This is an optimization exercise on Yosys and OpenROAD, whose aim is small area, not a production implementation. Function was checked by simulation only, so behaviour that the tests miss may differ from the original. Power figures rest on the tool's default switching activity, not on a simulated workload.

==> flow/design.v <==
`timescale 1ns/100ps
module UART_echo(
	input wire CLK100MHZ,
	input wire SW0, SW1, SW2,
	input wire RXD,
	output wire TXD
);
wire clk = CLK100MHZ;
wire reset = SW0;
wire isRx = SW1;
localparam [9:0] BT_P = 10'd737;
function [9:0] bt_next(input [9:0] s, input p);
	bt_next = {s[8:3], s[2] ^ p, s[1:0], s[9] ^ s[6]};
endfunction
function bt_pulse(input [9:0] s);    
	bt_pulse = s[9] & s[6] & s[5] & !s[4] & !s[3] & s[2] & !s[1] & s[0];
endfunction
localparam [3:0]
	R_INI   = 4'd4,
	R_START = 4'd5,
	R_RX0   = 4'd6,
	R_RX6   = 4'd12,
	R_STOP  = 4'd14,
	R_DONE  = 4'd15;
reg [3:0] rs;
reg [9:0] rc;
reg [7:0] cnt;
reg [7:0] D;
wire r_ini   = (rs == R_INI);
wire r_start = (rs == R_START);
wire r_rx    = (rs >= R_RX0) && (rs < R_STOP);
wire r_stop  = (rs == R_STOP);
wire r_done  = (rs == R_DONE);
wire ren_p   = bt_pulse(rc);
wire r_adv   = isRx && (r_ini ? !RXD : (r_done || ren_p));
wire [4:0] rs_inc = {1'b0, rs} + 5'd1;
always @(posedge clk, posedge reset)
	if (reset)
		rs <= R_INI;
	else if (r_adv)
		rs <= rs_inc[3:0] | {1'b0, rs_inc[4], 2'b00};
always @(posedge clk)
	if (r_ini)
		rc <= BT_P;
	else
		rc <= bt_next(rc, ren_p);
always @(posedge clk)
	if (isRx)
		cnt <= ren_p ? 8'd0 : {cnt[6:0], cnt[7] ^ cnt[5] ^ cnt[4] ^ cnt[3] ^ (cnt[6:0] == 7'd0)};
wire sample = isRx && r_rx && !ren_p && (cnt == 8'd202);
wire shift = isRx && ren_p && (rs >= R_START) && (rs <= R_RX6);
always @(posedge clk)
	if (shift)
		D <= {1'b0, D[7:1]};
	else if (sample)
		D[7] <= RXD;
reg [4:0] depth, m;
reg [3:0] j;
wire empty = (depth == 5'd0);
wire full  = depth[4];
localparam [3:0]
	T_END = 4'd4,
	T_INI = 4'd5;
reg [3:0] ts;
wire t_end = (ts == T_END);
wire t_ini = (ts == T_INI);
wire wenq = r_done && !full;
wire renq = t_end && !empty;
always @(posedge clk, posedge reset)
	if (reset) begin
		depth <= 5'd0;
		j <= 4'd0;
	end else begin
		depth <= depth + {4'd0, wenq} - {4'd0, renq};
		j <= j + {3'd0, !renq};
	end
wire [4:0] m_base = (isRx && r_stop && ren_p) ? depth : m;
always @(posedge clk)
	m <= m_base - {4'd0, renq && (m_base != 5'd0)};
wire we = (r_done || r_ini || r_start) && ({1'b0, j} >= m);
reg [15:0] ring [0:7];
integer b;
always @(posedge clk)
	for (b = 0; b < 8; b = b + 1)
		ring[b] <= {ring[b][14:0], we ? D[b] : ring[b][15]};
wire isTX = SW2 && !empty;
reg [9:0] tc;
wire ten = bt_pulse(tc);
always @(posedge clk, posedge reset)
	if (reset)
		tc <= BT_P;
	else if (isTX)
		tc <= bt_next(tc, ten);
wire t_adv = isTX && (t_ini || t_end || ten);
wire [4:0] ts_inc = {1'b0, ts} + 5'd1;
always @(posedge clk, posedge reset)
	if (reset)
		ts <= T_INI;
	else if (t_adv)
		ts <= ts_inc[3:0] | {2'b00, ts_inc[4], ts_inc[4]};
reg nextbit, databit;
reg [7:0] tap;
always @* for (b = 0; b < 8; b = b + 1) tap[b] = ring[(b + 1) % 8][15];
wire t_data_next = (ts >= 4'd7) && (ts != 4'd15);    
always @(posedge clk)
	if (t_data_next && j == 4'd0)
		nextbit <= tap[ts[2:0]];
always @(posedge clk)
	if (isTX && ten && t_data_next)
		databit <= nextbit;
assign TXD = (ts == 4'd7) ? 1'b0 : (ts[3] ? databit : 1'b1);
endmodule
`timescale 1ns/100ps
`timescale 1ns/100ps
`timescale 1ns/100ps
export LEC_CHECK = 0
export CAP_MARGIN = 20
export CORE_MARGIN = 2
export CORE_UTILIZATION = 40
export CTS_BUF_LIST = sky130_fd_sc_hd__clkbuf_8
export SLEW_MARGIN = 20
create_clock -name core_clock -period 10.0 [get_ports {CLK100MHZ}]
standard.sh (not shown) runs the stock make flow with config.mk's settings and CLKGATE_MAP_FILE= SYNTH_SCRIPT=/design/flow/synth_recipe.tcl, a recipe that flattens the netlist after the stock synthesis.
==> flow/flow/run.sh <==
#!/bin/bash
# The standard layout (bash standard.sh, standard synthesis included) with two
# changes passed to ORFS through its own variables:
#  - clock tree synthesis without dummy loads (ORFS's arguments otherwise);
#  - port buffers made with buf_1.
set -euo pipefail
export CTS_ARGS="-sink_clustering_enable -repair_clock_nets -dont_use_dummy_load -buf_list sky130_fd_sc_hd__clkbuf_8"
export BUFFER_PORTS_ARGS="-buffer_cell sky130_fd_sc_hd__buf_1"
bash standard.sh > standard_flow.log 2>&1
Next try:
--- a/flow/design.v
+++ b/flow/design.v
@@ -1,11 +1,11 @@
 `timescale 1ns/100ps
 module UART_echo(
 	input wire CLK100MHZ,
 	input wire SW0, SW1, SW2,
 	input wire RXD,
-	output wire TXD
+	output reg TXD
 );
 wire clk = CLK100MHZ;
 wire reset = SW0;
 wire isRx = SW1;
 localparam [9:0] BT_P = 10'd737;
@@ -57,12 +57,13 @@
 reg [4:0] depth, m;
 reg [3:0] j;
 wire empty = (depth == 5'd0);
 wire full  = depth[4];
 localparam [3:0]
-	T_END = 4'd4,
-	T_INI = 4'd5;
+	T_B9  = 4'd3,
+	T_END = 4'd5,
+	T_INI = 4'd6;
 reg [3:0] ts;
 wire t_end = (ts == T_END);
 wire t_ini = (ts == T_INI);
 wire wenq = r_done && !full;
 wire renq = t_end && !empty;
@@ -96,20 +97,24 @@
 always @(posedge clk, posedge reset)
 	if (reset)
 		ts <= T_INI;
 	else if (t_adv)
 		ts <= ts_inc[3:0] | {2'b00, ts_inc[4], ts_inc[4]};
-reg nextbit, databit;
+reg nextbit;
 reg [7:0] tap;
-always @* for (b = 0; b < 8; b = b + 1) tap[b] = ring[(b + 1) % 8][15];
-wire t_data_next = (ts >= 4'd7) && (ts != 4'd15);    
+always @* for (b = 0; b < 8; b = b + 1) tap[b] = ring[b][15];
 always @(posedge clk)
-	if (t_data_next && j == 4'd0)
+	if (t_ini)
+		nextbit <= 1'b0;
+	else if (ts == T_B9)
+		nextbit <= 1'b1;
+	else if (ts[3] && j == 4'd0)
 		nextbit <= tap[ts[2:0]];
-always @(posedge clk)
-	if (isTX && ten && t_data_next)
-		databit <= nextbit;
-assign TXD = (ts == 4'd7) ? 1'b0 : (ts[3] ? databit : 1'b1);
+always @(posedge clk, posedge reset)
+	if (reset)
+		TXD <= 1'b1;
+	else if (isTX && ten && !t_ini && !t_end)
+		TXD <= nextbit;
 endmodule
 `timescale 1ns/100ps
 `timescale 1ns/100ps
 `timescale 1ns/100ps
The new run produced a clean layout.
Die area climbs by 0.66%.
Routed wire length went down by about 0.9%.
Worst setup slack gains 0.60 ns.
Fmax grows by about 17%.
Utilization is higher by 0.11 points.
Total power stays flat.
Synthesized area came out higher by about 0.7%.
Final area goes up by about 0.64%.
Sequential cell count stays the same.
First-iteration DRC count decreases by about 15%.
Clock power stays flat.
Count of clock-buffer cells in the layout stays the same.
Register-to-register slack improved by 0.11 ns.
Sequential share of layout area went down by 0.66 points.

==> port drivers added, routing unchanged <==
No port has a modelled driver above. Below, the same layouts with a new extraction and two added sets of constraints. Step 1: set_driving_cell puts a clkbuf_16 on CLK100MHZ and a buf_2 on each other input, an assumption about the parent block. Step 2 times the ports against the registers' clock, not the clock port: input delays grow and output delays shrink by t, the midpoint of the rising clock arrivals with the driver on. Slacks: ideal ports / drivers / drivers and shift; pairs: ideal ports / drivers.
| run | shift t [ns] | setup slack, ns | clock arrival spread, ns |
|---|---|---|---|
| the first run | 0.458 | 5.777 / 5.787 / 5.329 | 0.034 / 0.034 |
| the second run | 0.456 | 6.378 / 6.388 / 5.933 | 0.033 / 0.033 |
After both steps setup and hold are still met in every run listed. The setup slack of the first run, which loses most, moves by +0.010 ns with the drivers and by -0.448 ns with both steps.
